From an optimization exercise on the open Yosys and OpenROAD flow, aimed at small area and a short achievable clock period; shortcuts taken in it are not production practice.
Where RTL was checked, it was by simulation tests only, not by an equivalence proof against the original.
The RTL of run 1 was laid out without a check of its function.
Power and IR drop assume default switching activity.

## flow/design.v (module list and top-level ports; edited modules follow where they fit)
// module BMD_64_RWDMA_FSM: 951 lines
// module rw_fa: 4 lines
// module rw_ha: 4 lines
// module rw_ao21: 3 lines
// module rw_a2: 3 lines
// module rw_x2: 3 lines
module BMD_64_RWDMA_FSM (
    clk,
    rst_n,
    init_rst_i,
    wdma_rst_o,
    mwr_len_i,
    mwr_count_i,
    wdma_start_o,
    wdma_addr_o,
    wdma_done_i,
    wdma_irq_o,
    next_wdma_addr_i,
    next_wdma_up_addr_i,
    next_wdma_valid_i,
    wdma_start_i,
    wdma_stop_i,
    wdma_running_o,
    wdma_frame_len_i,
    timeframe_end_i,
    wdma_buf_ptr_o,
    wdma_status_o,
    cc_timeout_o
);
  // ...
==> flow/flow/run.sh <==
#!/bin/bash
# Standard layout, but with sky130_fd_sc_hd__buf_1 as the port buffer cell
# (instead of the default clkdlybuf4s50_1, which is larger and slower).
set -euo pipefail
export BUFFER_PORTS_ARGS="-buffer_cell sky130_fd_sc_hd__buf_1"
bash standard.sh finish > flow_make.log 2>&1
==> flow/standard.sh <==
#!/bin/bash
# synth_recipe.tcl (not shown) runs the flow's synth.tcl, then flattens the netlist and writes it again
# the make line also repeats each setting of config.mk as NAME=value (left out here)
make -C /OpenROAD-flow-scripts/flow DESIGN_CONFIG=/design/flow/config.mk WORK_HOME=/design/flow/orfs CLKGATE_MAP_FILE= SYNTH_SCRIPT=/design/flow/synth_recipe.tcl "${@:-finish}"
==> flow/config.mk <==
export PLATFORM = sky130hd
export DESIGN_NAME = BMD_64_RWDMA_FSM
export DESIGN_NICKNAME = BMD_64_RWDMA_FSM
export VERILOG_FILES = /design/flow/design.v
export SDC_FILE = /design/flow/constraint.sdc
export NUM_CORES = 4
export LEC_CHECK = 0
export CAP_MARGIN = 20
export CORE_MARGIN = 2
export CORE_UTILIZATION = 60
export PLACE_DENSITY = 0.75
export SETUP_SLACK_MARGIN = 4.3
export SLEW_MARGIN = 20
export SYNTH_HIERARCHICAL = 1
export SYNTH_MINIMUM_KEEP_SIZE = 0
==> flow/constraint.sdc <==
create_clock -name core_clock -period 8.5 [get_ports {clk}]
set_input_delay 1.7000 -clock core_clock [delete_from_list [all_inputs] [get_ports {clk}]]
set_output_delay 1.7000 -clock core_clock [all_outputs]
set_load 0.01 [all_outputs]
==> results.toml, run 1 <==
[placed_design]
placed_cells = 1375

[layout]
layout_commonest_cell = "and2_1"
multi_input_area_um2 = 8440
clockBufferCount = 19
largest_cell_class = "multi-input combinational cells"
syn_to_final_growth_pct = 25.1
drive_gt1_frac = 0.271

[run_status]
status = "finished clean"

[setup_path]
cp-startpoint = "s_q[17]"
crit_arrival_ns = 2.78

[drt]
drt_iter0_drc = 438
highest_layer = "met4"
drc = 0

[yosys]
yosys_warnings = 7
synth-main-ff-cell = "dfxtp_1"
ys_ff_latch = 115
ys_top_cells_by_count = "224 x and2_1, 134 x fa_1, 115 x dfxtp_1, 89 x xor2_1, 57 x a21o_1"
post_synth.cell_area_avg_um2 = 9.70
synth-async-reset-ratio = 0

[sta]
finalHoldViolCount = 0
finalCritPeriodShare = 0.527

[worst_hold_path]
hp-class = "flop to flop"

[job]
max_cap_violations = 0

[clocking]
htree_levels = 4

[global_routing]
grt_max_degree = 82
==> inputs of run 2 (changes only) <==
--- a/flow/design.v
+++ b/flow/design.v
@@ -324,184 +324,187 @@
 end endgenerate
 generate for (gi = 0; gi < 12; gi = gi + 1) begin : g_hx
     wire inc;
     rw_a2 u_hc (.a(mid[26]), .b(hi_ones[gi]), .y(inc));
     rw_x2 u_hx (.a(a_hi[gi]), .b(inc), .y(out_hi[gi]));
 end endgenerate
 assign wdma_addr_o = {out_hi, mid[25:0], a_lo};
 wire [25:0]     x = s_q[25:0];
-wire [26:0]     ts;
-wire [26:0]     tc;
-    wire pp0_0 = mwr_len_i[0] & mwr_count_i[0];
-    wire pp0_1 = mwr_len_i[0] & mwr_count_i[1];
-    wire pp0_2 = mwr_len_i[0] & mwr_count_i[2];
-    wire pp0_3 = mwr_len_i[0] & mwr_count_i[3];
-    wire pp0_4 = mwr_len_i[0] & mwr_count_i[4];
-    wire pp0_5 = mwr_len_i[0] & mwr_count_i[5];
-    wire pp0_6 = mwr_len_i[0] & mwr_count_i[6];
-    wire pp0_7 = mwr_len_i[0] & mwr_count_i[7];
-    wire pp0_8 = mwr_len_i[0] & mwr_count_i[8];
-    wire pp0_9 = mwr_len_i[0] & mwr_count_i[9];
-    wire pp0_10 = mwr_len_i[0] & mwr_count_i[10];
-    wire pp0_11 = mwr_len_i[0] & mwr_count_i[11];
-    wire pp0_12 = mwr_len_i[0] & mwr_count_i[12];
-    wire pp0_13 = mwr_len_i[0] & mwr_count_i[13];
-    wire pp0_14 = mwr_len_i[0] & mwr_count_i[14];
-    wire pp0_15 = mwr_len_i[0] & mwr_count_i[15];
-    wire pp1_0 = mwr_len_i[1] & mwr_count_i[0];
-    wire pp1_1 = mwr_len_i[1] & mwr_count_i[1];
-    wire pp1_2 = mwr_len_i[1] & mwr_count_i[2];
-    wire pp1_3 = mwr_len_i[1] & mwr_count_i[3];
-    wire pp1_4 = mwr_len_i[1] & mwr_count_i[4];
-    wire pp1_5 = mwr_len_i[1] & mwr_count_i[5];
-    wire pp1_6 = mwr_len_i[1] & mwr_count_i[6];
-    wire pp1_7 = mwr_len_i[1] & mwr_count_i[7];
-    wire pp1_8 = mwr_len_i[1] & mwr_count_i[8];
-    wire pp1_9 = mwr_len_i[1] & mwr_count_i[9];
-    wire pp1_10 = mwr_len_i[1] & mwr_count_i[10];
-    wire pp1_11 = mwr_len_i[1] & mwr_count_i[11];
-    wire pp1_12 = mwr_len_i[1] & mwr_count_i[12];
-    wire pp1_13 = mwr_len_i[1] & mwr_count_i[13];
-    wire pp1_14 = mwr_len_i[1] & mwr_count_i[14];
-    wire pp1_15 = mwr_len_i[1] & mwr_count_i[15];
-    wire pp2_0 = mwr_len_i[2] & mwr_count_i[0];
-    wire pp2_1 = mwr_len_i[2] & mwr_count_i[1];
-    wire pp2_2 = mwr_len_i[2] & mwr_count_i[2];
-    wire pp2_3 = mwr_len_i[2] & mwr_count_i[3];
-    wire pp2_4 = mwr_len_i[2] & mwr_count_i[4];
-    wire pp2_5 = mwr_len_i[2] & mwr_count_i[5];
-    wire pp2_6 = mwr_len_i[2] & mwr_count_i[6];
-    wire pp2_7 = mwr_len_i[2] & mwr_count_i[7];
-    wire pp2_8 = mwr_len_i[2] & mwr_count_i[8];
-    wire pp2_9 = mwr_len_i[2] & mwr_count_i[9];
-    wire pp2_10 = mwr_len_i[2] & mwr_count_i[10];
-    wire pp2_11 = mwr_len_i[2] & mwr_count_i[11];
-    wire pp2_12 = mwr_len_i[2] & mwr_count_i[12];
-    wire pp2_13 = mwr_len_i[2] & mwr_count_i[13];
-    wire pp2_14 = mwr_len_i[2] & mwr_count_i[14];
-    wire pp2_15 = mwr_len_i[2] & mwr_count_i[15];
-    wire pp3_0 = mwr_len_i[3] & mwr_count_i[0];
-    wire pp3_1 = mwr_len_i[3] & mwr_count_i[1];
-    wire pp3_2 = mwr_len_i[3] & mwr_count_i[2];
-    wire pp3_3 = mwr_len_i[3] & mwr_count_i[3];
-    wire pp3_4 = mwr_len_i[3] & mwr_count_i[4];
-    wire pp3_5 = mwr_len_i[3] & mwr_count_i[5];
-    wire pp3_6 = mwr_len_i[3] & mwr_count_i[6];
-    wire pp3_7 = mwr_len_i[3] & mwr_count_i[7];
-    wire pp3_8 = mwr_len_i[3] & mwr_count_i[8];
-    wire pp3_9 = mwr_len_i[3] & mwr_count_i[9];
-    wire pp3_10 = mwr_len_i[3] & mwr_count_i[10];
-    wire pp3_11 = mwr_len_i[3] & mwr_count_i[11];
-    wire pp3_12 = mwr_len_i[3] & mwr_count_i[12];
-    wire pp3_13 = mwr_len_i[3] & mwr_count_i[13];
-    wire pp3_14 = mwr_len_i[3] & mwr_count_i[14];
-    wire pp3_15 = mwr_len_i[3] & mwr_count_i[15];
-    wire pp4_0 = mwr_len_i[4] & mwr_count_i[0];
-    wire pp4_1 = mwr_len_i[4] & mwr_count_i[1];
-    wire pp4_2 = mwr_len_i[4] & mwr_count_i[2];
-    wire pp4_3 = mwr_len_i[4] & mwr_count_i[3];
-    wire pp4_4 = mwr_len_i[4] & mwr_count_i[4];
-    wire pp4_5 = mwr_len_i[4] & mwr_count_i[5];
-    wire pp4_6 = mwr_len_i[4] & mwr_count_i[6];
-    wire pp4_7 = mwr_len_i[4] & mwr_count_i[7];
-    wire pp4_8 = mwr_len_i[4] & mwr_count_i[8];
-    wire pp4_9 = mwr_len_i[4] & mwr_count_i[9];
-    wire pp4_10 = mwr_len_i[4] & mwr_count_i[10];
-    wire pp4_11 = mwr_len_i[4] & mwr_count_i[11];
-    wire pp4_12 = mwr_len_i[4] & mwr_count_i[12];
-    wire pp4_13 = mwr_len_i[4] & mwr_count_i[13];
-    wire pp4_14 = mwr_len_i[4] & mwr_count_i[14];
-    wire pp4_15 = mwr_len_i[4] & mwr_count_i[15];
-    wire pp5_0 = mwr_len_i[5] & mwr_count_i[0];
-    wire pp5_1 = mwr_len_i[5] & mwr_count_i[1];
-    wire pp5_2 = mwr_len_i[5] & mwr_count_i[2];
-    wire pp5_3 = mwr_len_i[5] & mwr_count_i[3];
-    wire pp5_4 = mwr_len_i[5] & mwr_count_i[4];
-    wire pp5_5 = mwr_len_i[5] & mwr_count_i[5];
-    wire pp5_6 = mwr_len_i[5] & mwr_count_i[6];
-    wire pp5_7 = mwr_len_i[5] & mwr_count_i[7];
-    wire pp5_8 = mwr_len_i[5] & mwr_count_i[8];
-    wire pp5_9 = mwr_len_i[5] & mwr_count_i[9];
-    wire pp5_10 = mwr_len_i[5] & mwr_count_i[10];
-    wire pp5_11 = mwr_len_i[5] & mwr_count_i[11];
-    wire pp5_12 = mwr_len_i[5] & mwr_count_i[12];
-    wire pp5_13 = mwr_len_i[5] & mwr_count_i[13];
-    wire pp5_14 = mwr_len_i[5] & mwr_count_i[14];
-    wire pp5_15 = mwr_len_i[5] & mwr_count_i[15];
-    wire pp6_0 = mwr_len_i[6] & mwr_count_i[0];
-    wire pp6_1 = mwr_len_i[6] & mwr_count_i[1];
-    wire pp6_2 = mwr_len_i[6] & mwr_count_i[2];
-    wire pp6_3 = mwr_len_i[6] & mwr_count_i[3];
-    wire pp6_4 = mwr_len_i[6] & mwr_count_i[4];
-    wire pp6_5 = mwr_len_i[6] & mwr_count_i[5];
-    wire pp6_6 = mwr_len_i[6] & mwr_count_i[6];
-    wire pp6_7 = mwr_len_i[6] & mwr_count_i[7];
-    wire pp6_8 = mwr_len_i[6] & mwr_count_i[8];
-    wire pp6_9 = mwr_len_i[6] & mwr_count_i[9];
-    wire pp6_10 = mwr_len_i[6] & mwr_count_i[10];
-    wire pp6_11 = mwr_len_i[6] & mwr_count_i[11];
-    wire pp6_12 = mwr_len_i[6] & mwr_count_i[12];
-    wire pp6_13 = mwr_len_i[6] & mwr_count_i[13];
-    wire pp6_14 = mwr_len_i[6] & mwr_count_i[14];
-    wire pp6_15 = mwr_len_i[6] & mwr_count_i[15];
-    wire pp7_0 = mwr_len_i[7] & mwr_count_i[0];
-    wire pp7_1 = mwr_len_i[7] & mwr_count_i[1];
-    wire pp7_2 = mwr_len_i[7] & mwr_count_i[2];
-    wire pp7_3 = mwr_len_i[7] & mwr_count_i[3];
-    wire pp7_4 = mwr_len_i[7] & mwr_count_i[4];
-    wire pp7_5 = mwr_len_i[7] & mwr_count_i[5];
-    wire pp7_6 = mwr_len_i[7] & mwr_count_i[6];
-    wire pp7_7 = mwr_len_i[7] & mwr_count_i[7];
-    wire pp7_8 = mwr_len_i[7] & mwr_count_i[8];
-    wire pp7_9 = mwr_len_i[7] & mwr_count_i[9];
-    wire pp7_10 = mwr_len_i[7] & mwr_count_i[10];
-    wire pp7_11 = mwr_len_i[7] & mwr_count_i[11];
-    wire pp7_12 = mwr_len_i[7] & mwr_count_i[12];
-    wire pp7_13 = mwr_len_i[7] & mwr_count_i[13];
-    wire pp7_14 = mwr_len_i[7] & mwr_count_i[14];
-    wire pp7_15 = mwr_len_i[7] & mwr_count_i[15];
-    wire pp8_0 = mwr_len_i[8] & mwr_count_i[0];
-    wire pp8_1 = mwr_len_i[8] & mwr_count_i[1];
-    wire pp8_2 = mwr_len_i[8] & mwr_count_i[2];
-    wire pp8_3 = mwr_len_i[8] & mwr_count_i[3];
-    wire pp8_4 = mwr_len_i[8] & mwr_count_i[4];
-    wire pp8_5 = mwr_len_i[8] & mwr_count_i[5];
-    wire pp8_6 = mwr_len_i[8] & mwr_count_i[6];
-    wire pp8_7 = mwr_len_i[8] & mwr_count_i[7];
-    wire pp8_8 = mwr_len_i[8] & mwr_count_i[8];
-    wire pp8_9 = mwr_len_i[8] & mwr_count_i[9];
-    wire pp8_10 = mwr_len_i[8] & mwr_count_i[10];
-    wire pp8_11 = mwr_len_i[8] & mwr_count_i[11];
-    wire pp8_12 = mwr_len_i[8] & mwr_count_i[12];
-    wire pp8_13 = mwr_len_i[8] & mwr_count_i[13];
-    wire pp8_14 = mwr_len_i[8] & mwr_count_i[14];
-    wire pp8_15 = mwr_len_i[8] & mwr_count_i[15];
-    wire pp9_0 = mwr_len_i[9] & mwr_count_i[0];
-    wire pp9_1 = mwr_len_i[9] & mwr_count_i[1];
-    wire pp9_2 = mwr_len_i[9] & mwr_count_i[2];
-    wire pp9_3 = mwr_len_i[9] & mwr_count_i[3];
-    wire pp9_4 = mwr_len_i[9] & mwr_count_i[4];
-    wire pp9_5 = mwr_len_i[9] & mwr_count_i[5];
-    wire pp9_6 = mwr_len_i[9] & mwr_count_i[6];
-    wire pp9_7 = mwr_len_i[9] & mwr_count_i[7];
-    wire pp9_8 = mwr_len_i[9] & mwr_count_i[8];
-    wire pp9_9 = mwr_len_i[9] & mwr_count_i[9];
-    wire pp9_10 = mwr_len_i[9] & mwr_count_i[10];
-    wire pp9_11 = mwr_len_i[9] & mwr_count_i[11];
-    wire pp9_12 = mwr_len_i[9] & mwr_count_i[12];
-    wire pp9_13 = mwr_len_i[9] & mwr_count_i[13];
-    wire pp9_14 = mwr_len_i[9] & mwr_count_i[14];
-    wire pp9_15 = mwr_len_i[9] & mwr_count_i[15];
+wire [26:0]     ts_n;
+wire [26:0]     tc_n;
+    wire pp0_0 = ~(mwr_len_i[0] & mwr_count_i[0]);
+    wire pp0_1 = ~(mwr_len_i[0] & mwr_count_i[1]);
+    wire pp0_2 = ~(mwr_len_i[0] & mwr_count_i[2]);
+    wire pp0_3 = ~(mwr_len_i[0] & mwr_count_i[3]);
+    wire pp0_4 = ~(mwr_len_i[0] & mwr_count_i[4]);
+    wire pp0_5 = ~(mwr_len_i[0] & mwr_count_i[5]);
+    wire pp0_6 = ~(mwr_len_i[0] & mwr_count_i[6]);
+    wire pp0_7 = ~(mwr_len_i[0] & mwr_count_i[7]);
+    wire pp0_8 = ~(mwr_len_i[0] & mwr_count_i[8]);
+    wire pp0_9 = ~(mwr_len_i[0] & mwr_count_i[9]);
+    wire pp0_10 = ~(mwr_len_i[0] & mwr_count_i[10]);
+    wire pp0_11 = ~(mwr_len_i[0] & mwr_count_i[11]);
+    wire pp0_12 = ~(mwr_len_i[0] & mwr_count_i[12]);
+    wire pp0_13 = ~(mwr_len_i[0] & mwr_count_i[13]);
+    wire pp0_14 = ~(mwr_len_i[0] & mwr_count_i[14]);
+    wire pp0_15 = ~(mwr_len_i[0] & mwr_count_i[15]);
+    wire pp1_0 = ~(mwr_len_i[1] & mwr_count_i[0]);
+    wire pp1_1 = ~(mwr_len_i[1] & mwr_count_i[1]);
+    wire pp1_2 = ~(mwr_len_i[1] & mwr_count_i[2]);
+    wire pp1_3 = ~(mwr_len_i[1] & mwr_count_i[3]);
+    wire pp1_4 = ~(mwr_len_i[1] & mwr_count_i[4]);
+    wire pp1_5 = ~(mwr_len_i[1] & mwr_count_i[5]);
+    wire pp1_6 = ~(mwr_len_i[1] & mwr_count_i[6]);
+    wire pp1_7 = ~(mwr_len_i[1] & mwr_count_i[7]);
+    wire pp1_8 = ~(mwr_len_i[1] & mwr_count_i[8]);
+    wire pp1_9 = ~(mwr_len_i[1] & mwr_count_i[9]);
+    wire pp1_10 = ~(mwr_len_i[1] & mwr_count_i[10]);
+    wire pp1_11 = ~(mwr_len_i[1] & mwr_count_i[11]);
+    wire pp1_12 = ~(mwr_len_i[1] & mwr_count_i[12]);
+    wire pp1_13 = ~(mwr_len_i[1] & mwr_count_i[13]);
+    wire pp1_14 = ~(mwr_len_i[1] & mwr_count_i[14]);
+    wire pp1_15 = ~(mwr_len_i[1] & mwr_count_i[15]);
+    wire pp2_0 = ~(mwr_len_i[2] & mwr_count_i[0]);
+    wire pp2_1 = ~(mwr_len_i[2] & mwr_count_i[1]);
+    wire pp2_2 = ~(mwr_len_i[2] & mwr_count_i[2]);
+    wire pp2_3 = ~(mwr_len_i[2] & mwr_count_i[3]);
+    wire pp2_4 = ~(mwr_len_i[2] & mwr_count_i[4]);
+    wire pp2_5 = ~(mwr_len_i[2] & mwr_count_i[5]);
+    wire pp2_6 = ~(mwr_len_i[2] & mwr_count_i[6]);
+    wire pp2_7 = ~(mwr_len_i[2] & mwr_count_i[7]);
+    wire pp2_8 = ~(mwr_len_i[2] & mwr_count_i[8]);
+    wire pp2_9 = ~(mwr_len_i[2] & mwr_count_i[9]);
+    wire pp2_10 = ~(mwr_len_i[2] & mwr_count_i[10]);
+    wire pp2_11 = ~(mwr_len_i[2] & mwr_count_i[11]);
+    wire pp2_12 = ~(mwr_len_i[2] & mwr_count_i[12]);
+    wire pp2_13 = ~(mwr_len_i[2] & mwr_count_i[13]);
+    wire pp2_14 = ~(mwr_len_i[2] & mwr_count_i[14]);
+    wire pp2_15 = ~(mwr_len_i[2] & mwr_count_i[15]);
+    wire pp3_0 = ~(mwr_len_i[3] & mwr_count_i[0]);
+    wire pp3_1 = ~(mwr_len_i[3] & mwr_count_i[1]);
+    wire pp3_2 = ~(mwr_len_i[3] & mwr_count_i[2]);
+    wire pp3_3 = ~(mwr_len_i[3] & mwr_count_i[3]);
+    wire pp3_4 = ~(mwr_len_i[3] & mwr_count_i[4]);
+    wire pp3_5 = ~(mwr_len_i[3] & mwr_count_i[5]);
+    wire pp3_6 = ~(mwr_len_i[3] & mwr_count_i[6]);
+    wire pp3_7 = ~(mwr_len_i[3] & mwr_count_i[7]);
+    wire pp3_8 = ~(mwr_len_i[3] & mwr_count_i[8]);
+    wire pp3_9 = ~(mwr_len_i[3] & mwr_count_i[9]);
+    wire pp3_10 = ~(mwr_len_i[3] & mwr_count_i[10]);
+    wire pp3_11 = ~(mwr_len_i[3] & mwr_count_i[11]);
+    wire pp3_12 = ~(mwr_len_i[3] & mwr_count_i[12]);
+    wire pp3_13 = ~(mwr_len_i[3] & mwr_count_i[13]);
+    wire pp3_14 = ~(mwr_len_i[3] & mwr_count_i[14]);
+    wire pp3_15 = ~(mwr_len_i[3] & mwr_count_i[15]);
+    wire pp4_0 = ~(mwr_len_i[4] & mwr_count_i[0]);
+    wire pp4_1 = ~(mwr_len_i[4] & mwr_count_i[1]);
+    wire pp4_2 = ~(mwr_len_i[4] & mwr_count_i[2]);
+    wire pp4_3 = ~(mwr_len_i[4] & mwr_count_i[3]);
+    wire pp4_4 = ~(mwr_len_i[4] & mwr_count_i[4]);
+    wire pp4_5 = ~(mwr_len_i[4] & mwr_count_i[5]);
+    wire pp4_6 = ~(mwr_len_i[4] & mwr_count_i[6]);
+    wire pp4_7 = ~(mwr_len_i[4] & mwr_count_i[7]);
+    wire pp4_8 = ~(mwr_len_i[4] & mwr_count_i[8]);
+    wire pp4_9 = ~(mwr_len_i[4] & mwr_count_i[9]);
+    wire pp4_10 = ~(mwr_len_i[4] & mwr_count_i[10]);
+    wire pp4_11 = ~(mwr_len_i[4] & mwr_count_i[11]);
+    wire pp4_12 = ~(mwr_len_i[4] & mwr_count_i[12]);
+    wire pp4_13 = ~(mwr_len_i[4] & mwr_count_i[13]);
+    wire pp4_14 = ~(mwr_len_i[4] & mwr_count_i[14]);
+    wire pp4_15 = ~(mwr_len_i[4] & mwr_count_i[15]);
+    wire pp5_0 = ~(mwr_len_i[5] & mwr_count_i[0]);
+    wire pp5_1 = ~(mwr_len_i[5] & mwr_count_i[1]);
+    wire pp5_2 = ~(mwr_len_i[5] & mwr_count_i[2]);
+    wire pp5_3 = ~(mwr_len_i[5] & mwr_count_i[3]);
+    wire pp5_4 = ~(mwr_len_i[5] & mwr_count_i[4]);
+    wire pp5_5 = ~(mwr_len_i[5] & mwr_count_i[5]);
+    wire pp5_6 = ~(mwr_len_i[5] & mwr_count_i[6]);
+    wire pp5_7 = ~(mwr_len_i[5] & mwr_count_i[7]);
+    wire pp5_8 = ~(mwr_len_i[5] & mwr_count_i[8]);
+    wire pp5_9 = ~(mwr_len_i[5] & mwr_count_i[9]);
+    wire pp5_10 = ~(mwr_len_i[5] & mwr_count_i[10]);
+    wire pp5_11 = ~(mwr_len_i[5] & mwr_count_i[11]);
+    wire pp5_12 = ~(mwr_len_i[5] & mwr_count_i[12]);
+    wire pp5_13 = ~(mwr_len_i[5] & mwr_count_i[13]);
+    wire pp5_14 = ~(mwr_len_i[5] & mwr_count_i[14]);
+    wire pp5_15 = ~(mwr_len_i[5] & mwr_count_i[15]);
+    wire pp6_0 = ~(mwr_len_i[6] & mwr_count_i[0]);
+    wire pp6_1 = ~(mwr_len_i[6] & mwr_count_i[1]);
+    wire pp6_2 = ~(mwr_len_i[6] & mwr_count_i[2]);
+    wire pp6_3 = ~(mwr_len_i[6] & mwr_count_i[3]);
+    wire pp6_4 = ~(mwr_len_i[6] & mwr_count_i[4]);
+    wire pp6_5 = ~(mwr_len_i[6] & mwr_count_i[5]);
+    wire pp6_6 = ~(mwr_len_i[6] & mwr_count_i[6]);
+    wire pp6_7 = ~(mwr_len_i[6] & mwr_count_i[7]);
+    wire pp6_8 = ~(mwr_len_i[6] & mwr_count_i[8]);
+    wire pp6_9 = ~(mwr_len_i[6] & mwr_count_i[9]);
+    wire pp6_10 = ~(mwr_len_i[6] & mwr_count_i[10]);
+    wire pp6_11 = ~(mwr_len_i[6] & mwr_count_i[11]);
+    wire pp6_12 = ~(mwr_len_i[6] & mwr_count_i[12]);
+    wire pp6_13 = ~(mwr_len_i[6] & mwr_count_i[13]);
+    wire pp6_14 = ~(mwr_len_i[6] & mwr_count_i[14]);
+    wire pp6_15 = ~(mwr_len_i[6] & mwr_count_i[15]);
+    wire pp7_0 = ~(mwr_len_i[7] & mwr_count_i[0]);
+    wire pp7_1 = ~(mwr_len_i[7] & mwr_count_i[1]);
+    wire pp7_2 = ~(mwr_len_i[7] & mwr_count_i[2]);
+    wire pp7_3 = ~(mwr_len_i[7] & mwr_count_i[3]);
+    wire pp7_4 = ~(mwr_len_i[7] & mwr_count_i[4]);
+    wire pp7_5 = ~(mwr_len_i[7] & mwr_count_i[5]);
+    wire pp7_6 = ~(mwr_len_i[7] & mwr_count_i[6]);
+    wire pp7_7 = ~(mwr_len_i[7] & mwr_count_i[7]);
+    wire pp7_8 = ~(mwr_len_i[7] & mwr_count_i[8]);
+    wire pp7_9 = ~(mwr_len_i[7] & mwr_count_i[9]);
+    wire pp7_10 = ~(mwr_len_i[7] & mwr_count_i[10]);
+    wire pp7_11 = ~(mwr_len_i[7] & mwr_count_i[11]);
+    wire pp7_12 = ~(mwr_len_i[7] & mwr_count_i[12]);
+    wire pp7_13 = ~(mwr_len_i[7] & mwr_count_i[13]);
+    wire pp7_14 = ~(mwr_len_i[7] & mwr_count_i[14]);
+    wire pp7_15 = ~(mwr_len_i[7] & mwr_count_i[15]);
+    wire pp8_0 = ~(mwr_len_i[8] & mwr_count_i[0]);
+    wire pp8_1 = ~(mwr_len_i[8] & mwr_count_i[1]);
+    wire pp8_2 = ~(mwr_len_i[8] & mwr_count_i[2]);
+    wire pp8_3 = ~(mwr_len_i[8] & mwr_count_i[3]);
+    wire pp8_4 = ~(mwr_len_i[8] & mwr_count_i[4]);
+    wire pp8_5 = ~(mwr_len_i[8] & mwr_count_i[5]);
+    wire pp8_6 = ~(mwr_len_i[8] & mwr_count_i[6]);
+    wire pp8_7 = ~(mwr_len_i[8] & mwr_count_i[7]);
+    wire pp8_8 = ~(mwr_len_i[8] & mwr_count_i[8]);
+    wire pp8_9 = ~(mwr_len_i[8] & mwr_count_i[9]);
+    wire pp8_10 = ~(mwr_len_i[8] & mwr_count_i[10]);
+    wire pp8_11 = ~(mwr_len_i[8] & mwr_count_i[11]);
+    wire pp8_12 = ~(mwr_len_i[8] & mwr_count_i[12]);
+    wire pp8_13 = ~(mwr_len_i[8] & mwr_count_i[13]);
+    wire pp8_14 = ~(mwr_len_i[8] & mwr_count_i[14]);
+    wire pp8_15 = ~(mwr_len_i[8] & mwr_count_i[15]);
+    wire pp9_0 = ~(mwr_len_i[9] & mwr_count_i[0]);
+    wire pp9_1 = ~(mwr_len_i[9] & mwr_count_i[1]);
+    wire pp9_2 = ~(mwr_len_i[9] & mwr_count_i[2]);
+    wire pp9_3 = ~(mwr_len_i[9] & mwr_count_i[3]);
+    wire pp9_4 = ~(mwr_len_i[9] & mwr_count_i[4]);
+    wire pp9_5 = ~(mwr_len_i[9] & mwr_count_i[5]);
+    wire pp9_6 = ~(mwr_len_i[9] & mwr_count_i[6]);
+    wire pp9_7 = ~(mwr_len_i[9] & mwr_count_i[7]);
+    wire pp9_8 = ~(mwr_len_i[9] & mwr_count_i[8]);
+    wire pp9_9 = ~(mwr_len_i[9] & mwr_count_i[9]);
+    wire pp9_10 = ~(mwr_len_i[9] & mwr_count_i[10]);
+    wire pp9_11 = ~(mwr_len_i[9] & mwr_count_i[11]);
+    wire pp9_12 = ~(mwr_len_i[9] & mwr_count_i[12]);
+    wire pp9_13 = ~(mwr_len_i[9] & mwr_count_i[13]);
+    wire pp9_14 = ~(mwr_len_i[9] & mwr_count_i[14]);
+    wire pp9_15 = ~(mwr_len_i[9] & mwr_count_i[15]);
+    wire [25:0] xn = ~x;
     wire hs0, hc0;
-    rw_ha u_ha0 (.a(pp0_8), .b(pp1_7), .s(hs0), .co(hc0));
+    rw_xn2 u_hs0 (.a(pp0_8), .b(pp1_7), .y(hs0));
+    rw_or2 u_hc0 (.a(pp0_8), .b(pp1_7), .y(hc0));
     wire fs0, fc0;
     rw_fa u_fa0 (.a(pp0_9), .b(pp1_8), .c(pp2_7), .s(fs0), .co(fc0));
     wire hs1, hc1;
-    rw_ha u_ha1 (.a(pp3_6), .b(pp4_5), .s(hs1), .co(hc1));
+    rw_xn2 u_hs1 (.a(pp3_6), .b(pp4_5), .y(hs1));
+    rw_or2 u_hc1 (.a(pp3_6), .b(pp4_5), .y(hc1));
     wire fs1, fc1;
     rw_fa u_fa1 (.a(pp0_10), .b(pp1_9), .c(pp2_8), .s(fs1), .co(fc1));
     wire fs2, fc2;
     rw_fa u_fa2 (.a(pp3_7), .b(pp4_6), .c(pp5_5), .s(fs2), .co(fc2));
     wire fs3, fc3;
     rw_fa u_fa3 (.a(pp0_11), .b(pp1_10), .c(pp2_9), .s(fs3), .co(fc3));
     wire fs4, fc4;
     rw_fa u_fa4 (.a(pp3_8), .b(pp4_7), .c(pp5_6), .s(fs4), .co(fc4));
@@ -519,121 +522,127 @@
     rw_fa u_fa10 (.a(pp3_11), .b(pp4_10), .c(pp5_9), .s(fs10), .co(fc10));
     wire fs11, fc11;
     rw_fa u_fa11 (.a(pp0_15), .b(pp1_14), .c(pp2_13), .s(fs11), .co(fc11));
     wire fs12, fc12;
     rw_fa u_fa12 (.a(pp3_12), .b(pp4_11), .c(pp5_10), .s(fs12), .co(fc12));
     wire fs13, fc13;
     rw_fa u_fa13 (.a(pp1_15), .b(pp2_14), .c(pp3_13), .s(fs13), .co(fc13));
     wire hs2, hc2;
-    rw_ha u_ha2 (.a(pp4_12), .b(pp5_11), .s(hs2), .co(hc2));
+    rw_xn2 u_hs2 (.a(pp4_12), .b(pp5_11), .y(hs2));
+    rw_or2 u_hc2 (.a(pp4_12), .b(pp5_11), .y(hc2));
     wire fs14, fc14;
     rw_fa u_fa14 (.a(pp2_15), .b(pp3_14), .c(pp4_13), .s(fs14), .co(fc14));
     wire hs3, hc3;
-    rw_ha u_ha3 (.a(pp0_5), .b(pp1_4), .s(hs3), .co(hc3));
+    rw_xn2 u_hs3 (.a(pp0_5), .b(pp1_4), .y(hs3));
+    rw_or2 u_hc3 (.a(pp0_5), .b(pp1_4), .y(hc3));
     wire fs15, fc15;
     rw_fa u_fa15 (.a(pp0_6), .b(pp1_5), .c(pp2_4), .s(fs15), .co(fc15));
     wire hs4, hc4;
-    rw_ha u_ha4 (.a(pp3_3), .b(pp4_2), .s(hs4), .co(hc4));
+    rw_xn2 u_hs4 (.a(pp3_3), .b(pp4_2), .y(hs4));
+    rw_or2 u_hc4 (.a(pp3_3), .b(pp4_2), .y(hc4));
     wire fs16, fc16;
     rw_fa u_fa16 (.a(pp0_7), .b(pp1_6), .c(pp2_5), .s(fs16), .co(fc16));
     wire fs17, fc17;
     rw_fa u_fa17 (.a(pp3_4), .b(pp4_3), .c(pp5_2), .s(fs17), .co(fc17));
     wire hs5, hc5;
-    rw_ha u_ha5 (.a(pp6_1), .b(pp7_0), .s(hs5), .co(hc5));
+    rw_xn2 u_hs5 (.a(pp6_1), .b(pp7_0), .y(hs5));
+    rw_or2 u_hc5 (.a(pp6_1), .b(pp7_0), .y(hc5));
     wire fs18, fc18;
     rw_fa u_fa18 (.a(hs0), .b(pp2_6), .c(pp3_5), .s(fs18), .co(fc18));
     wire fs19, fc19;
     rw_fa u_fa19 (.a(pp4_4), .b(pp5_3), .c(pp6_2), .s(fs19), .co(fc19));
     wire fs20, fc20;
-    rw_fa u_fa20 (.a(pp7_1), .b(pp8_0), .c(x[8]), .s(fs20), .co(fc20));
+    rw_fa u_fa20 (.a(pp7_1), .b(pp8_0), .c(xn[8]), .s(fs20), .co(fc20));
     wire fs21, fc21;
     rw_fa u_fa21 (.a(hc0), .b(fs0), .c(hs1), .s(fs21), .co(fc21));
     wire fs22, fc22;
     rw_fa u_fa22 (.a(pp5_4), .b(pp6_3), .c(pp7_2), .s(fs22), .co(fc22));
     wire fs23, fc23;
-    rw_fa u_fa23 (.a(pp8_1), .b(pp9_0), .c(x[9]), .s(fs23), .co(fc23));
+    rw_fa u_fa23 (.a(pp8_1), .b(pp9_0), .c(xn[9]), .s(fs23), .co(fc23));
     wire fs24, fc24;
     rw_fa u_fa24 (.a(fc0), .b(hc1), .c(fs1), .s(fs24), .co(fc24));
     wire fs25, fc25;
     rw_fa u_fa25 (.a(fs2), .b(pp6_4), .c(pp7_3), .s(fs25), .co(fc25));
     wire fs26, fc26;
-    rw_fa u_fa26 (.a(pp8_2), .b(pp9_1), .c(x[10]), .s(fs26), .co(fc26));
+    rw_fa u_fa26 (.a(pp8_2), .b(pp9_1), .c(xn[10]), .s(fs26), .co(fc26));
     wire fs27, fc27;
     rw_fa u_fa27 (.a(fc1), .b(fc2), .c(fs3), .s(fs27), .co(fc27));
     wire fs28, fc28;
     rw_fa u_fa28 (.a(fs4), .b(pp6_5), .c(pp7_4), .s(fs28), .co(fc28));
     wire fs29, fc29;
-    rw_fa u_fa29 (.a(pp8_3), .b(pp9_2), .c(x[11]), .s(fs29), .co(fc29));
+    rw_fa u_fa29 (.a(pp8_3), .b(pp9_2), .c(xn[11]), .s(fs29), .co(fc29));
     wire fs30, fc30;
     rw_fa u_fa30 (.a(fc3), .b(fc4), .c(fs5), .s(fs30), .co(fc30));
     wire fs31, fc31;
     rw_fa u_fa31 (.a(fs6), .b(pp6_6), .c(pp7_5), .s(fs31), .co(fc31));
     wire fs32, fc32;
-    rw_fa u_fa32 (.a(pp8_4), .b(pp9_3), .c(x[12]), .s(fs32), .co(fc32));
+    rw_fa u_fa32 (.a(pp8_4), .b(pp9_3), .c(xn[12]), .s(fs32), .co(fc32));
     wire fs33, fc33;
     rw_fa u_fa33 (.a(fc5), .b(fc6), .c(fs7), .s(fs33), .co(fc33));
     wire fs34, fc34;
     rw_fa u_fa34 (.a(fs8), .b(pp6_7), .c(pp7_6), .s(fs34), .co(fc34));
     wire fs35, fc35;
-    rw_fa u_fa35 (.a(pp8_5), .b(pp9_4), .c(x[13]), .s(fs35), .co(fc35));
+    rw_fa u_fa35 (.a(pp8_5), .b(pp9_4), .c(xn[13]), .s(fs35), .co(fc35));
     wire fs36, fc36;
     rw_fa u_fa36 (.a(fc7), .b(fc8), .c(fs9), .s(fs36), .co(fc36));
     wire fs37, fc37;
     rw_fa u_fa37 (.a(fs10), .b(pp6_8), .c(pp7_7), .s(fs37), .co(fc37));
     wire fs38, fc38;
-    rw_fa u_fa38 (.a(pp8_6), .b(pp9_5), .c(x[14]), .s(fs38), .co(fc38));
+    rw_fa u_fa38 (.a(pp8_6), .b(pp9_5), .c(xn[14]), .s(fs38), .co(fc38));
     wire fs39, fc39;
     rw_fa u_fa39 (.a(fc9), .b(fc10), .c(fs11), .s(fs39), .co(fc39));
     wire fs40, fc40;
     rw_fa u_fa40 (.a(fs12), .b(pp6_9), .c(pp7_8), .s(fs40), .co(fc40));
     wire fs41, fc41;
-    rw_fa u_fa41 (.a(pp8_7), .b(pp9_6), .c(x[15]), .s(fs41), .co(fc41));
+    rw_fa u_fa41 (.a(pp8_7), .b(pp9_6), .c(xn[15]), .s(fs41), .co(fc41));
     wire fs42, fc42;
     rw_fa u_fa42 (.a(fc11), .b(fc12), .c(fs13), .s(fs42), .co(fc42));
     wire fs43, fc43;
     rw_fa u_fa43 (.a(hs2), .b(pp6_10), .c(pp7_9), .s(fs43), .co(fc43));
     wire fs44, fc44;
-    rw_fa u_fa44 (.a(pp8_8), .b(pp9_7), .c(x[16]), .s(fs44), .co(fc44));
+    rw_fa u_fa44 (.a(pp8_8), .b(pp9_7), .c(xn[16]), .s(fs44), .co(fc44));
     wire fs45, fc45;
     rw_fa u_fa45 (.a(fc13), .b(hc2), .c(fs14), .s(fs45), .co(fc45));
     wire fs46, fc46;
     rw_fa u_fa46 (.a(pp5_12), .b(pp6_11), .c(pp7_10), .s(fs46), .co(fc46));
     wire fs47, fc47;
-    rw_fa u_fa47 (.a(pp8_9), .b(pp9_8), .c(x[17]), .s(fs47), .co(fc47));
+    rw_fa u_fa47 (.a(pp8_9), .b(pp9_8), .c(xn[17]), .s(fs47), .co(fc47));
     wire fs48, fc48;
     rw_fa u_fa48 (.a(fc14), .b(pp3_15), .c(pp4_14), .s(fs48), .co(fc48));
     wire fs49, fc49;
     rw_fa u_fa49 (.a(pp5_13), .b(pp6_12), .c(pp7_11), .s(fs49), .co(fc49));
     wire fs50, fc50;
-    rw_fa u_fa50 (.a(pp8_10), .b(pp9_9), .c(x[18]), .s(fs50), .co(fc50));
+    rw_fa u_fa50 (.a(pp8_10), .b(pp9_9), .c(xn[18]), .s(fs50), .co(fc50));
     wire fs51, fc51;
     rw_fa u_fa51 (.a(pp4_15), .b(pp5_14), .c(pp6_13), .s(fs51), .co(fc51));
     wire fs52, fc52;
     rw_fa u_fa52 (.a(pp7_12), .b(pp8_11), .c(pp9_10), .s(fs52), .co(fc52));
     wire fs53, fc53;
     rw_fa u_fa53 (.a(pp5_15), .b(pp6_14), .c(pp7_13), .s(fs53), .co(fc53));
     wire hs6, hc6;
-    rw_ha u_ha6 (.a(pp0_3), .b(pp1_2), .s(hs6), .co(hc6));
+    rw_xn2 u_hs6 (.a(pp0_3), .b(pp1_2), .y(hs6));
+    rw_or2 u_hc6 (.a(pp0_3), .b(pp1_2), .y(hc6));
     wire fs54, fc54;
     rw_fa u_fa54 (.a(pp0_4), .b(pp1_3), .c(pp2_2), .s(fs54), .co(fc54));
     wire hs7, hc7;
-    rw_ha u_ha7 (.a(pp3_1), .b(pp4_0), .s(hs7), .co(hc7));
+    rw_xn2 u_hs7 (.a(pp3_1), .b(pp4_0), .y(hs7));
+    rw_or2 u_hc7 (.a(pp3_1), .b(pp4_0), .y(hc7));
     wire fs55, fc55;
     rw_fa u_fa55 (.a(hs3), .b(pp2_3), .c(pp3_2), .s(fs55), .co(fc55));
     wire fs56, fc56;
-    rw_fa u_fa56 (.a(pp4_1), .b(pp5_0), .c(x[5]), .s(fs56), .co(fc56));
+    rw_fa u_fa56 (.a(pp4_1), .b(pp5_0), .c(xn[5]), .s(fs56), .co(fc56));
     wire fs57, fc57;
     rw_fa u_fa57 (.a(hc3), .b(fs15), .c(hs4), .s(fs57), .co(fc57));
     wire fs58, fc58;
-    rw_fa u_fa58 (.a(pp5_1), .b(pp6_0), .c(x[6]), .s(fs58), .co(fc58));
+    rw_fa u_fa58 (.a(pp5_1), .b(pp6_0), .c(xn[6]), .s(fs58), .co(fc58));
     wire fs59, fc59;
     rw_fa u_fa59 (.a(fc15), .b(hc4), .c(fs16), .s(fs59), .co(fc59));
     wire fs60, fc60;
-    rw_fa u_fa60 (.a(fs17), .b(hs5), .c(x[7]), .s(fs60), .co(fc60));
+    rw_fa u_fa60 (.a(fs17), .b(hs5), .c(xn[7]), .s(fs60), .co(fc60));
     wire fs61, fc61;
     rw_fa u_fa61 (.a(fc16), .b(fc17), .c(hc5), .s(fs61), .co(fc61));
     wire fs62, fc62;
     rw_fa u_fa62 (.a(fs18), .b(fs19), .c(fs20), .s(fs62), .co(fc62));
     wire fs63, fc63;
     rw_fa u_fa63 (.a(fc18), .b(fc19), .c(fc20), .s(fs63), .co(fc63));
     wire fs64, fc64;
     rw_fa u_fa64 (.a(fs21), .b(fs22), .c(fs23), .s(fs64), .co(fc64));
@@ -671,29 +680,30 @@
     rw_fa u_fa80 (.a(fs45), .b(fs46), .c(fs47), .s(fs80), .co(fc80));
     wire fs81, fc81;
     rw_fa u_fa81 (.a(fc45), .b(fc46), .c(fc47), .s(fs81), .co(fc81));
     wire fs82, fc82;
     rw_fa u_fa82 (.a(fs48), .b(fs49), .c(fs50), .s(fs82), .co(fc82));
     wire fs83, fc83;
     rw_fa u_fa83 (.a(fc48), .b(fc49), .c(fc50), .s(fs83), .co(fc83));
     wire fs84, fc84;
-    rw_fa u_fa84 (.a(fs51), .b(fs52), .c(x[19]), .s(fs84), .co(fc84));
+    rw_fa u_fa84 (.a(fs51), .b(fs52), .c(xn[19]), .s(fs84), .co(fc84));
     wire fs85, fc85;
     rw_fa u_fa85 (.a(fc51), .b(fc52), .c(fs53), .s(fs85), .co(fc85));
     wire fs86, fc86;
-    rw_fa u_fa86 (.a(pp8_12), .b(pp9_11), .c(x[20]), .s(fs86), .co(fc86));
+    rw_fa u_fa86 (.a(pp8_12), .b(pp9_11), .c(xn[20]), .s(fs86), .co(fc86));
     wire fs87, fc87;
     rw_fa u_fa87 (.a(fc53), .b(pp6_15), .c(pp7_14), .s(fs87), .co(fc87));
     wire fs88, fc88;
-    rw_fa u_fa88 (.a(pp8_13), .b(pp9_12), .c(x[21]), .s(fs88), .co(fc88));
+    rw_fa u_fa88 (.a(pp8_13), .b(pp9_12), .c(xn[21]), .s(fs88), .co(fc88));
     wire fs89, fc89;
     rw_fa u_fa89 (.a(pp7_15), .b(pp8_14), .c(pp9_13), .s(fs89), .co(fc89));
     wire hs8, hc8;
-    rw_ha u_ha8 (.a(pp0_2), .b(pp1_1), .s(hs8), .co(hc8));
+    rw_xn2 u_hs8 (.a(pp0_2), .b(pp1_1), .y(hs8));
+    rw_or2 u_hc8 (.a(pp0_2), .b(pp1_1), .y(hc8));
     wire fs90, fc90;
     rw_fa u_fa90 (.a(hs6), .b(pp2_1), .c(pp3_0), .s(fs90), .co(fc90));
     wire fs91, fc91;
     rw_fa u_fa91 (.a(hc6), .b(fs54), .c(hs7), .s(fs91), .co(fc91));
     wire fs92, fc92;
     rw_fa u_fa92 (.a(fc54), .b(hc7), .c(fs55), .s(fs92), .co(fc92));
     wire fs93, fc93;
     rw_fa u_fa93 (.a(fc55), .b(fc56), .c(fs57), .s(fs93), .co(fc93));
@@ -727,23 +737,24 @@
     rw_fa u_fa107 (.a(fc83), .b(fc84), .c(fs85), .s(fs107), .co(fc107));
     wire fs108, fc108;
     rw_fa u_fa108 (.a(fc85), .b(fc86), .c(fs87), .s(fs108), .co(fc108));
     wire fs109, fc109;
     rw_fa u_fa109 (.a(fc87), .b(fc88), .c(fs89), .s(fs109), .co(fc109));
     wire fs110, fc110;
     rw_fa u_fa110 (.a(fc89), .b(pp8_15), .c(pp9_14), .s(fs110), .co(fc110));
     wire hs9, hc9;
-    rw_ha u_ha9 (.a(pp0_1), .b(pp1_0), .s(hs9), .co(hc9));
+    rw_xn2 u_hs9 (.a(pp0_1), .b(pp1_0), .y(hs9));
+    rw_or2 u_hc9 (.a(pp0_1), .b(pp1_0), .y(hc9));
     wire fs111, fc111;
-    rw_fa u_fa111 (.a(hs8), .b(pp2_0), .c(x[2]), .s(fs111), .co(fc111));
+    rw_fa u_fa111 (.a(hs8), .b(pp2_0), .c(xn[2]), .s(fs111), .co(fc111));
     wire fs112, fc112;
-    rw_fa u_fa112 (.a(hc8), .b(fs90), .c(x[3]), .s(fs112), .co(fc112));
+    rw_fa u_fa112 (.a(hc8), .b(fs90), .c(xn[3]), .s(fs112), .co(fc112));
     wire fs113, fc113;
-    rw_fa u_fa113 (.a(fc90), .b(fs91), .c(x[4]), .s(fs113), .co(fc113));
+    rw_fa u_fa113 (.a(fc90), .b(fs91), .c(xn[4]), .s(fs113), .co(fc113));
     wire fs114, fc114;
     rw_fa u_fa114 (.a(fc91), .b(fs92), .c(fs56), .s(fs114), .co(fc114));
     wire fs115, fc115;
     rw_fa u_fa115 (.a(fc92), .b(fs93), .c(fs58), .s(fs115), .co(fc115));
     wire fs116, fc116;
     rw_fa u_fa116 (.a(fc93), .b(fs94), .c(fs60), .s(fs116), .co(fc116));
     wire fs117, fc117;
     rw_fa u_fa117 (.a(fc94), .b(fs95), .c(fs62), .s(fs117), .co(fc117));
@@ -769,106 +780,113 @@
     rw_fa u_fa127 (.a(fc104), .b(fs105), .c(fs82), .s(fs127), .co(fc127));
     wire fs128, fc128;
     rw_fa u_fa128 (.a(fc105), .b(fs106), .c(fs84), .s(fs128), .co(fc128));
     wire fs129, fc129;
     rw_fa u_fa129 (.a(fc106), .b(fs107), .c(fs86), .s(fs129), .co(fc129));
     wire fs130, fc130;
     rw_fa u_fa130 (.a(fc107), .b(fs108), .c(fs88), .s(fs130), .co(fc130));
     wire fs131, fc131;
-    rw_fa u_fa131 (.a(fc108), .b(fs109), .c(x[22]), .s(fs131), .co(fc131));
+    rw_fa u_fa131 (.a(fc108), .b(fs109), .c(xn[22]), .s(fs131), .co(fc131));
     wire fs132, fc132;
-    rw_fa u_fa132 (.a(fc109), .b(fs110), .c(x[23]), .s(fs132), .co(fc132));
+    rw_fa u_fa132 (.a(fc109), .b(fs110), .c(xn[23]), .s(fs132), .co(fc132));
     wire fs133, fc133;
-    rw_fa u_fa133 (.a(fc110), .b(pp9_15), .c(x[24]), .s(fs133), .co(fc133));
-    assign ts[0] = pp0_0;
-    assign tc[0] = x[0];
-    assign ts[1] = hs9;
-    assign tc[1] = x[1];
-    assign ts[2] = hc9;
-    assign tc[2] = fs111;
-    assign ts[3] = fc111;
-    assign tc[3] = fs112;
-    assign ts[4] = fc112;
-    assign tc[4] = fs113;
-    assign ts[5] = fc113;
-    assign tc[5] = fs114;
-    assign ts[6] = fc114;
-    assign tc[6] = fs115;
-    assign ts[7] = fc115;
-    assign tc[7] = fs116;
-    assign ts[8] = fc116;
-    assign tc[8] = fs117;
-    assign ts[9] = fc117;
-    assign tc[9] = fs118;
-    assign ts[10] = fc118;
-    assign tc[10] = fs119;
-    assign ts[11] = fc119;
-    assign tc[11] = fs120;
-    assign ts[12] = fc120;
-    assign tc[12] = fs121;
-    assign ts[13] = fc121;
-    assign tc[13] = fs122;
-    assign ts[14] = fc122;
-    assign tc[14] = fs123;
-    assign ts[15] = fc123;
-    assign tc[15] = fs124;
-    assign ts[16] = fc124;
-    assign tc[16] = fs125;
-    assign ts[17] = fc125;
-    assign tc[17] = fs126;
-    assign ts[18] = fc126;
-    assign tc[18] = fs127;
-    assign ts[19] = fc127;
-    assign tc[19] = fs128;
-    assign ts[20] = fc128;
-    assign tc[20] = fs129;
-    assign ts[21] = fc129;
-    assign tc[21] = fs130;
-    assign ts[22] = fc130;
-    assign tc[22] = fs131;
-    assign ts[23] = fc131;
-    assign tc[23] = fs132;
-    assign ts[24] = fc132;
-    assign tc[24] = fs133;
-    assign ts[25] = fc133;
-    assign tc[25] = x[25];
-    assign ts[26] = 1'b0;
-    assign tc[26] = 1'b0;
+    rw_fa u_fa133 (.a(fc110), .b(pp9_15), .c(xn[24]), .s(fs133), .co(fc133));
+    assign ts_n[0] = pp0_0;
+    assign tc_n[0] = xn[0];
+    assign ts_n[1] = hs9;
+    assign tc_n[1] = xn[1];
+    assign ts_n[2] = hc9;
+    assign tc_n[2] = fs111;
+    assign ts_n[3] = fc111;
+    assign tc_n[3] = fs112;
+    assign ts_n[4] = fc112;
+    assign tc_n[4] = fs113;
+    assign ts_n[5] = fc113;
+    assign tc_n[5] = fs114;
+    assign ts_n[6] = fc114;
+    assign tc_n[6] = fs115;
+    assign ts_n[7] = fc115;
+    assign tc_n[7] = fs116;
+    assign ts_n[8] = fc116;
+    assign tc_n[8] = fs117;
+    assign ts_n[9] = fc117;
+    assign tc_n[9] = fs118;
+    assign ts_n[10] = fc118;
+    assign tc_n[10] = fs119;
+    assign ts_n[11] = fc119;
+    assign tc_n[11] = fs120;
+    assign ts_n[12] = fc120;
+    assign tc_n[12] = fs121;
+    assign ts_n[13] = fc121;
+    assign tc_n[13] = fs122;
+    assign ts_n[14] = fc122;
+    assign tc_n[14] = fs123;
+    assign ts_n[15] = fc123;
+    assign tc_n[15] = fs124;
+    assign ts_n[16] = fc124;
+    assign tc_n[16] = fs125;
+    assign ts_n[17] = fc125;
+    assign tc_n[17] = fs126;
+    assign ts_n[18] = fc126;
+    assign tc_n[18] = fs127;
+    assign ts_n[19] = fc127;
+    assign tc_n[19] = fs128;
+    assign ts_n[20] = fc128;
+    assign tc_n[20] = fs129;
+    assign ts_n[21] = fc129;
+    assign tc_n[21] = fs130;
+    assign ts_n[22] = fc130;
+    assign tc_n[22] = fs131;
+    assign ts_n[23] = fc131;
+    assign tc_n[23] = fs132;
+    assign ts_n[24] = fc132;
+    assign tc_n[24] = fs133;
+    assign ts_n[25] = fc133;
+    assign tc_n[25] = xn[25];
+    assign ts_n[26] = 1'b1;
+    assign tc_n[26] = 1'b1;
 wire            load_go  = st_load & next_wdma_valid & ~wdma_stop;
 wire            dma_done = st_dma & wdma_done_i;
 wire            buf_full = (wdma_buf_cnt == wdma_frame_len_i);
+wire            ld_r   = rst_n & load_go;
+wire            dd_r   = rst_n & dma_done;
+wire            dd_n   = ~dd_r;
+wire            hold_r = rst_n & ~load_go & ~dma_done & ~init_rst_i;
+wire [26:0]     rest_n = ~(({27{ld_r}} & {1'b0, next_wdma_addr_i[27:2]})
+                         | ({27{hold_r}} & {1'b0, mid[25:0]}));
+wire [26:0]     s_d;
+wire [26:0]     c_d;
+genvar gk;
+generate for (gk = 0; gk < 27; gk = gk + 1) begin : g_sc
+    rw_o21ai u_s (.a1(ts_n[gk]), .a2(dd_n), .b1(rest_n[gk]), .y(s_d[gk]));
+    rw_nor2  u_c (.a(tc_n[gk]), .b(dd_n), .y(c_d[gk]));
+end endgenerate
+always @(posedge clk) begin
+    s_q <= s_d;
+    c_q <= c_d;
+end
 always @(posedge clk) begin
     if (!rst_n) begin
         a_lo <= 2'b0;
         a_hi <= 12'b0;
-        s_q  <= 27'b0;
-        c_q  <= 27'b0;
     end
     else if (load_go) begin
         a_lo <= next_wdma_addr_i[1:0];
         a_hi <= {next_wdma_up_addr_i, next_wdma_addr_i[31:28]};
-        s_q  <= {1'b0, next_wdma_addr_i[27:2]};
-        c_q  <= 27'b0;
     end
     else if (dma_done) begin
         a_hi <= out_hi;
-        s_q  <= ts;
-        c_q  <= tc;
     end
     else if (init_rst_i) begin
         a_lo <= 2'b0;
         a_hi <= 12'b0;
-        s_q  <= 27'b0;
-        c_q  <= 27'b0;
     end
     else begin
         a_hi <= out_hi;
-        s_q  <= {1'b0, mid[25:0]};
-        c_q  <= 27'b0;
     end
 end
 always @(posedge clk) begin
     if (!rst_n) begin
         cnt_16bit <= 16'b0;
     end
     else if (init_rst_i || timeframe_end_i) begin
         cnt_16bit <= 16'b0;
@@ -949,21 +967,29 @@
             wdma_status_o <= 4'b0000;
     end
 end
 endmodule
 module rw_fa (input a, input b, input c, output s, output co);
 assign s = a ^ b ^ c;
 assign co = (a & b) | (a & c) | (b & c);
 endmodule
-module rw_ha (input a, input b, output s, output co);
-assign s = a ^ b;
-assign co = a & b;
-endmodule
 module rw_ao21 (input a, input b, input c, output y);
 assign y = a | (b & c);
 endmodule
+module rw_xn2 (input a, input b, output y);
+assign y = ~(a ^ b);
+endmodule
+module rw_or2 (input a, input b, output y);
+assign y = a | b;
+endmodule
+module rw_o21ai (input a1, input a2, input b1, output y);
+assign y = ~((a1 | a2) & b1);
+endmodule
+module rw_nor2 (input a, input b, output y);
+assign y = ~(a | b);
+endmodule
 module rw_a2 (input a, input b, output y);
 assign y = a & b;
 endmodule
 module rw_x2 (input a, input b, output y);
 assign y = a ^ b;
 endmodule
--- a/flow/config.mk
+++ b/flow/config.mk
@@ -4,12 +4,11 @@
 export VERILOG_FILES = /design/flow/design.v
 export SDC_FILE = /design/flow/constraint.sdc
 export NUM_CORES = 4
 export LEC_CHECK = 0
 export CAP_MARGIN = 20
 export CORE_MARGIN = 2
 export CORE_UTILIZATION = 60
 export PLACE_DENSITY = 0.75
-export SETUP_SLACK_MARGIN = 4.3
 export SLEW_MARGIN = 20
 export SYNTH_HIERARCHICAL = 1
 export SYNTH_MINIMUM_KEEP_SIZE = 0
==> run 2 against run 1 <==
Synthesized cell count fell by 0.94%. Sequential share of layout area up 3.5 points. Clock skew decreased by 0.0093 ns. Critical endpoint is now wdma_addr_o[31]. Largest power group unchanged. Highest routed layer unchanged.
==> results.toml, run 2 <==
[yosys]
synth.distinct_cells = 54
ys_top_cells_by_count = "185 x nand2_1, 134 x fa_1, 117 x dfxtp_1, 89 x xor2_1, 63 x and2_1"
ys_top_cells_by_area = "fa_1 28%, dfxtp_1 24%, xor2_1 8.0%"
syn_area_um2 = 9700
synth-async-reset-ratio = 0
ys_ff_latch = 117
synth-main-ff-cell = "dfxtp_1"
yosysSeqAreaShare = 0.241
synth_top_area_share = 0.277
yosys_warnings = 7
post_synth.cell_area_avg_um2 = 9.20
yosysMostFrequentCell = "nand2_1"
yosysTopAreaCell = "fa_1"
synthCells = 1055
synth_edf_count = 0

[die]
die_w_um = 131
die_h_um = 131
die_area_um2 = 17200
rows = 46
initial_core_util = 0.613
core_um2 = 15800
io_pins = 155

[setup_path]
required_ns = 6.80
crit_fanout = 12
critPathBufInv = 1
path_common_cell = "a21o_1"
slowest_stage = "xor2_1"
start_kind = "flop"
crit_arrival_ns = 3.63
rrSetupSlack_ns = 5.25
crit_type = "flop to primary output"
worstReg2RegEnd = "a_hi[3]"
cpLargestDelayFamily = "compound AO/OA/AOI/OAI gates"
crit_path_end_kind = "primary output"
max_stage_delay_ns = 0.51
crit_chain = "xor2_1 -> a21o_1 -> a21o_1 -> a21o_1 -> a21o_1 -> a21o_1 -> xor2_1 -> and2_1 -> xor2_1 -> buf_1"
reg2reg_from = "s_q[1]"
rr_worst_depth = 10

[clocking]
cts_hold_buf = 0
clk_path_buf_depth = 2
cts_buffers = 17
cts_setup_buffers = 0
htree_levels = 4
cts_root_buf = "clkbuf_16"
clock-sinks = 117
post_cts_resized = 0
clk_latency_ns = 0.42
clk_pin_slew_worst_paths_ns = 0.05
cts_tree = "built"

[worst_hold_path]
hp-class = "flop to flop"
min_from = "s_q[1]"
holdPathStages = 2
hold_end = "c_q[1]"

[sta]
slew_headroom = 0.223
final_max_slew_viol_count = 0
fmax_mhz = 188
setup_violations = 0
finalHoldViolCount = 0
setup_ws_ns = 3.17
finalCritPeriodShare = 0.627
rsz0062_at_grt = "no"
fin_tns_setup_ns = 0
skew_ns = 0.00753
tightest_slew_ns = 1.17
period_minus_slack_ns = 5.33

[layout]
syn_to_final_growth_pct = 11.4
fillers = 1283
fin_area_um2 = 10800
fin_nets = 1380
final_cell_mix = "185 x nand2_1, 154 x buf_1, 134 x fa_1"
diodes = 0
layout_commonest_cell = "nand2_1"
drive_gt1_frac = 0.0394
instances_no_fill = 1383
reg_top3 = "c_q (27), s_q (27)"

[drt]
antenna_left = 0
vias = 7718
drc = 0
wl_mm = 22.9
dr.pass1.iters = 5
drt_iter0_drc = 419
vias_per_cell = 5.58
wl_per_cell_um = 16.5

[placed_design]
post-place-ws_ns = 3.27
placedInstanceArea_um2 = 10200
gp_congestion = 0.853
port_buffers = 154
place_hpwl_mm = 17.3
placed_cells = 1351

[global_routing]
grtUsageTotal = 0.273
grt_pass1_wl_mm = 37.6
grt_pass1_vias = 7762
grt_max_degree = 55
grt-ovfl-total = 0
antenna_found_initial = 0

[run_status]
status = "finished clean"

[power]
vdd_drop_max_uv = 132
finalPower_mw = 1.77
power.density_nw_per_um2 = 164
power_leakage_nw = 4.65

[job]
max_cap_violations = 0
==> run 2: changes by cell type in the layout (fill, tap and decap cells not counted), sizes merged, moves of 28 or more <==
cell,previous run,this run
inv,13,41
nand2,50,186
nor2,24,61
buf,199,155
and2,224,64
==> run 2: how the worst max path moves through the flow <==
stage                            start         endpoint  slack (ns)  cells past startpoint
after floorplan           mwr_len_i[0]          c_q[10]        3.58                      9
after global placement    mwr_len_i[0]          c_q[10]        3.35                      8
after detailed placement  mwr_len_i[0]          c_q[10]        3.27                      8
after CTS                       s_q[1]  wdma_addr_o[31]        3.14                     10
after global routing            s_q[1]  wdma_addr_o[31]        2.86                     10
final                           s_q[1]  wdma_addr_o[31]        3.17                     10
==> run 2: per-stage QoR <==
step                hold WS, ns   util
floorplan                 0.392      -
global placement          0.432  0.642
detailed placement        0.433  0.642
CTS                       0.440  0.683
global route              0.474  0.683
finish                    0.445  0.683
==> run 2: area by class of cell <==
| type | instances | area [um2] | share of cell area |
|---|---|---|---|
| clock buffer | 18 | 439 | 0.0406 |
| clock inverter | 14 | 208 | 0.0192 |
| inverter | 41 | 154 | 0.0142 |
| multi-input combinational | 822 | 6810 | 0.630 |
| sequential | 117 | 2340 | 0.217 |
| tap | 216 | 270 | 0.0250 |
| timing repair buffer | 155 | 586 | 0.0542 |
==> run 2: metal layers <==
layer / global-route usage / routed length [um]
met5: 0 / 0
met3: 0.0536 / 1370
met4: 0.0954 / 465
met1: 0.359 / 9660
met2: 0.455 / 11400
==> run 2: report_power, final <==
| group | switching [mW] | internal (mW) |
|---|---|---|
| Clock | 0.260 | 0.525 |
| Sequential | 0.00534 | 0.555 |
| Combinational | 0.242 | 0.188 |
| Total | 0.507 | 1.27 |
==> run 2: cell families after synthesis <==
kind of cell,Yosys count,synth area share
and+or+nand+nor,402,0.201
AOI/OAI and AO/OA,170,0.120
adders and majority gates,136,0.279
buffers and inverters,119,0.0587
DFF,117,0.241
xor gates and xnor gates,110,0.0993
other,1,0.000387
==> run 2: worst reg2reg max path, cell delays in order (launching register included) <==
cell	delay [ns]
dfxtp_1	0.35
xor2_1	0.22
a21o_1	0.20
a21o_1	0.22
a21o_1	0.38
a21o_1	0.42
a21o_1	0.18
xor2_1	0.51
and2_1	0.23
xor2_1	0.30
a22o_1	0.17
==> run 2: modules after synthesis (local to each module, per instance), excerpt <==
module	flip-flops and latches	cells inside	area, um2
rw_o21ai	0	1	5.00
rw_a2	0	1	6.26
rw_fa	0	1	20.0
BMD_64_RWDMA_FSM	117	713	5560
rw_xn2	0	1	8.76
rw_nor2	0	1	3.75
rw_x2	0	1	8.76
rw_or2	0	1	6.26
==> inputs of run 3 (changes only) <==
--- a/flow/config.mk
+++ b/flow/config.mk
@@ -9,6 +9,7 @@
 export CORE_MARGIN = 2
 export CORE_UTILIZATION = 60
 export PLACE_DENSITY = 0.75
+export SETUP_SLACK_MARGIN = 4.3
 export SLEW_MARGIN = 20
 export SYNTH_HIERARCHICAL = 1
 export SYNTH_MINIMUM_KEEP_SIZE = 0
==> run 3 against run 2 <==
Still clean on timing, DRC and antenna. Die area stayed put. Flip-flop and latch count stayed put. Register-to-register slack better by 0.55 ns. Via count is 1.4% higher. Clock power is 3.1% lower. Utilization is 5.1 points higher. Power is 1.3% higher. Clock skew is 0.0012 ns higher. Final cell count is 1.3% higher. Worst setup slack better by 0.82 ns. Maximum frequency is 18% higher. Sequential power hardly changed. Critical path type unchanged. Largest cell class unchanged.
==> results.toml, run 3 <==
[layout]
layout.core_utilization = 0.734
drive_gt1_frac = 0.187
layout_commonest_cell = "nand2_1"
instances_no_fill = 1401
diodes = 0
reg_top3 = "c_q (27), s_q (27)"
syn_to_final_growth_pct = 19.8
fin_nets = 1399
final_cell_mix = "171 x nand2_1, 114 x buf_1, 113 x dfxtp_1"
fin_area_um2 = 11600

[die]
initial_core_util = 0.613
die_h_um = 131
die_area_um2 = 17200
core_um2 = 15800
die_w_um = 131
rows = 46
io_pins = 155

[power]
combPwrFrac = 0.265
sequentialPowerShare = 0.312
vdd_drop_max_uv = 146
clock_power_share = 0.423
intPower_mw = 1.28
power_leakage_nw = 4.94
p_sw_frac = 0.286
p_sw_mw = 0.514
power.density_nw_per_um2 = 155

[drt]
vias = 7827
drt_iter0_drc = 454
wl_mm = 23.9
vias_per_cell = 5.59
drc = 0
dr.pass1.iters = 5
wl_per_cell_um = 17.1
antenna_left = 0

[sta]
skew_ns = 0.00876
tightest_slew_ns = 1.09
finalCritPeriodShare = 0.530
fin_tns_setup_ns = 0
setup_violations = 0
final_max_slew_viol_count = 0
fmax_mhz = 222
finalHoldViolCount = 0
slew_headroom = 0.273
period_minus_slack_ns = 4.50
rsz0062_at_grt = "yes"

[yosys]
ys_ff_latch = 117
synth-async-reset-ratio = 0
synthCells = 1055
synth-main-ff-cell = "dfxtp_1"
yosysMostFrequentCell = "nand2_1"
yosys_warnings = 7
post_synth.cell_area_avg_um2 = 9.20
ys_top_cells_by_area = "fa_1 28%, dfxtp_1 24%, xor2_1 8.0%"
yosysSeqAreaShare = 0.241
synth.distinct_cells = 54
synth_edf_count = 0
yosysTopAreaCell = "fa_1"
synth_top_area_share = 0.277
ys_top_cells_by_count = "185 x nand2_1, 134 x fa_1, 117 x dfxtp_1, 89 x xor2_1, 63 x and2_1"
syn_area_um2 = 9700

[clocking]
cts_root_buf = "clkbuf_16"
htree_levels = 4
clk_latency_ns = 0.42
clk_pin_slew_worst_paths_ns = 0.05
cts_buffers = 17
clk_path_buf_depth = 2
cts_tree = "built"
clock-sinks = 117

[setup_path]
crit_fanout = 6
reg2reg_from = "c_q[3]"
rrSetupSlack_ns = 5.80
worstReg2RegEnd = "a_hi[6]"
start_kind = "flop"
crit_arrival_ns = 2.80
required_ns = 6.80
rr_worst_depth = 12
crit_path_end_kind = "primary output"
crit_type = "flop to primary output"

[worst_hold_path]
hp-class = "flop to flop"
hold_end = "prev_check"
min_from = "st_check"
holdPathStages = 0

[placed_design]
placedInstanceArea_um2 = 10300
port_buffers = 154
gp_congestion = 0.838
placed_cells = 1351
place_hpwl_mm = 17.5

[global_routing]
grt_pass1_vias = 7902
grt_max_degree = 55
antenna_found_initial = 0
grt-ovfl-total = 0
grt_pass1_wl_mm = 38.5
grtUsageTotal = 0.281

[job]
max_cap_violations = 0

[run_status]
status = "finished clean"
[run 3: kinds of logic (layout without fill, tap and decap cells)]
kind of cell             after synthesis  count (layout)  share of synthesized area
adder cells (fa/ha/maj)              136             136                      0.279
AO/OA/AOI/OAI                        170             170                      0.120
other                                  1               4                   0.000387
XOR/XNOR                             110             111                     0.0993
buffers and inverters                119             245                     0.0587
flip-flops                           117             117                      0.241
AND/OR/NAND/NOR                      402             402                      0.201
[run 3: per-module statistics from Yosys (local to each module, per instance), a selection]
| module | cells inside | times used |
|---|---|---|
| rw_fa | 1 | 134 |
| rw_a2 | 1 | 12 |
| rw_x2 | 1 | 65 |
| rw_or2 | 1 | 10 |
| rw_o21ai | 1 | 27 |
| BMD_64_RWDMA_FSM | 713 | 1 |
| rw_ao21 | 1 | 57 |
[run 3: repair_timing]
action | 4_1_cts | 5_1_grt
setup buffers | 9 | 9
cloned | 1 | 0
hold buffers | 0 | 0
pin swaps | 10 | 26
endpoints found under the setup margin | 58 | 36
gates resized for setup | 101 | 49
[run 3: metrics by stage]
| step | power (mW) | setup slack (ns) | hold WS (ns) |
|---|---|---|---|
| after floorplan | 0.928 | 3.99 | 0.392 |
| after global placement | 1.01 | 3.39 | 0.429 |
| after detailed placement | 1.03 | 3.27 | 0.421 |
| after CTS | 1.80 | 4.04 | 0.433 |
| after global routing | 1.89 | 3.87 | 0.446 |
| final | 1.80 | 4.00 | 0.439 |
[run 3: layer usage]
metal	GRT usage	up-vias	routed length (um)
met1	0.360	3847	9840
li1	-	3615	-
met4	0.133	0	951
met3	0.0548	69	1390
met5	0	-	0
met2	0.463	296	11700
[run 3: worst max-delay path by stage]
stage                       startpoint               to  slack, ns
after floorplan           mwr_len_i[1]          c_q[11]       3.99
after global placement    mwr_len_i[2]          c_q[16]       3.39
after detailed placement  mwr_len_i[2]          c_q[16]       3.27
after CTS                       s_q[1]  wdma_addr_o[35]       4.04
after global routing           s_q[16]  wdma_addr_o[35]       3.87
final                           c_q[3]  wdma_addr_o[35]       4.00
[run 3: layout make-up]
cell class | count | area [um2]
clock buffers | 22 | 474
clock inverters | 9 | 150
fillers | 1142 | 4210
inverters | 41 | 154
multi-input cells | 823 | 7360
flip-flops and latches | 117 | 2350
well taps | 216 | 270
repair buffers | 173 | 862
[run 3: power by group through the flow]
| stage | sequential [mW] | clock, mW | combinational (mW) |
|---|---|---|---|
| after floorplan | 0.571 | 0 | 0.357 |
| after global placement | 0.571 | 0 | 0.441 |
| after detailed placement | 0.572 | 0 | 0.460 |
| after CTS | 0.560 | 0.767 | 0.476 |
| after global routing | 0.561 | 0.794 | 0.538 |
| final | 0.561 | 0.761 | 0.476 |
[run 3: worst max-delay path, cell delays in order (launching register included)]
cell     delay, ns
dfxtp_2       0.33
xor2_2        0.18
and2_1        0.16
a21o_1        0.21
a21o_4        0.24
a21o_4        0.21
a21o_4        0.25
xor2_4        0.24
and2_4        0.22
xor2_4        0.17
buf_2         0.16

port drivers added, routing unchanged:
In the flow no input, the clock included, has a driving cell. The finished layouts below were timed again as built, in two steps. Step 1, drivers: a clkbuf_16 drives clk and a buf_2 each remaining input, both assumed. Step 2 times the ports against the registers' clock, not the clock port: input delays grow and output delays shrink by t, the midpoint of the rising clock arrivals with the driver on. Slacks: no drivers / after step 1 / after step 2; pairs: no drivers / after step 1.
run | shift t [ns] | setup WS [ns]
run 1 | 0.457 | 4.023 / 3.978 / 3.787
run 2 | 0.452 | 3.171 / 3.133 / 3.242
run 3 | 0.458 | 3.996 / 3.955 / 3.883
After both steps every run listed still meets setup and hold.
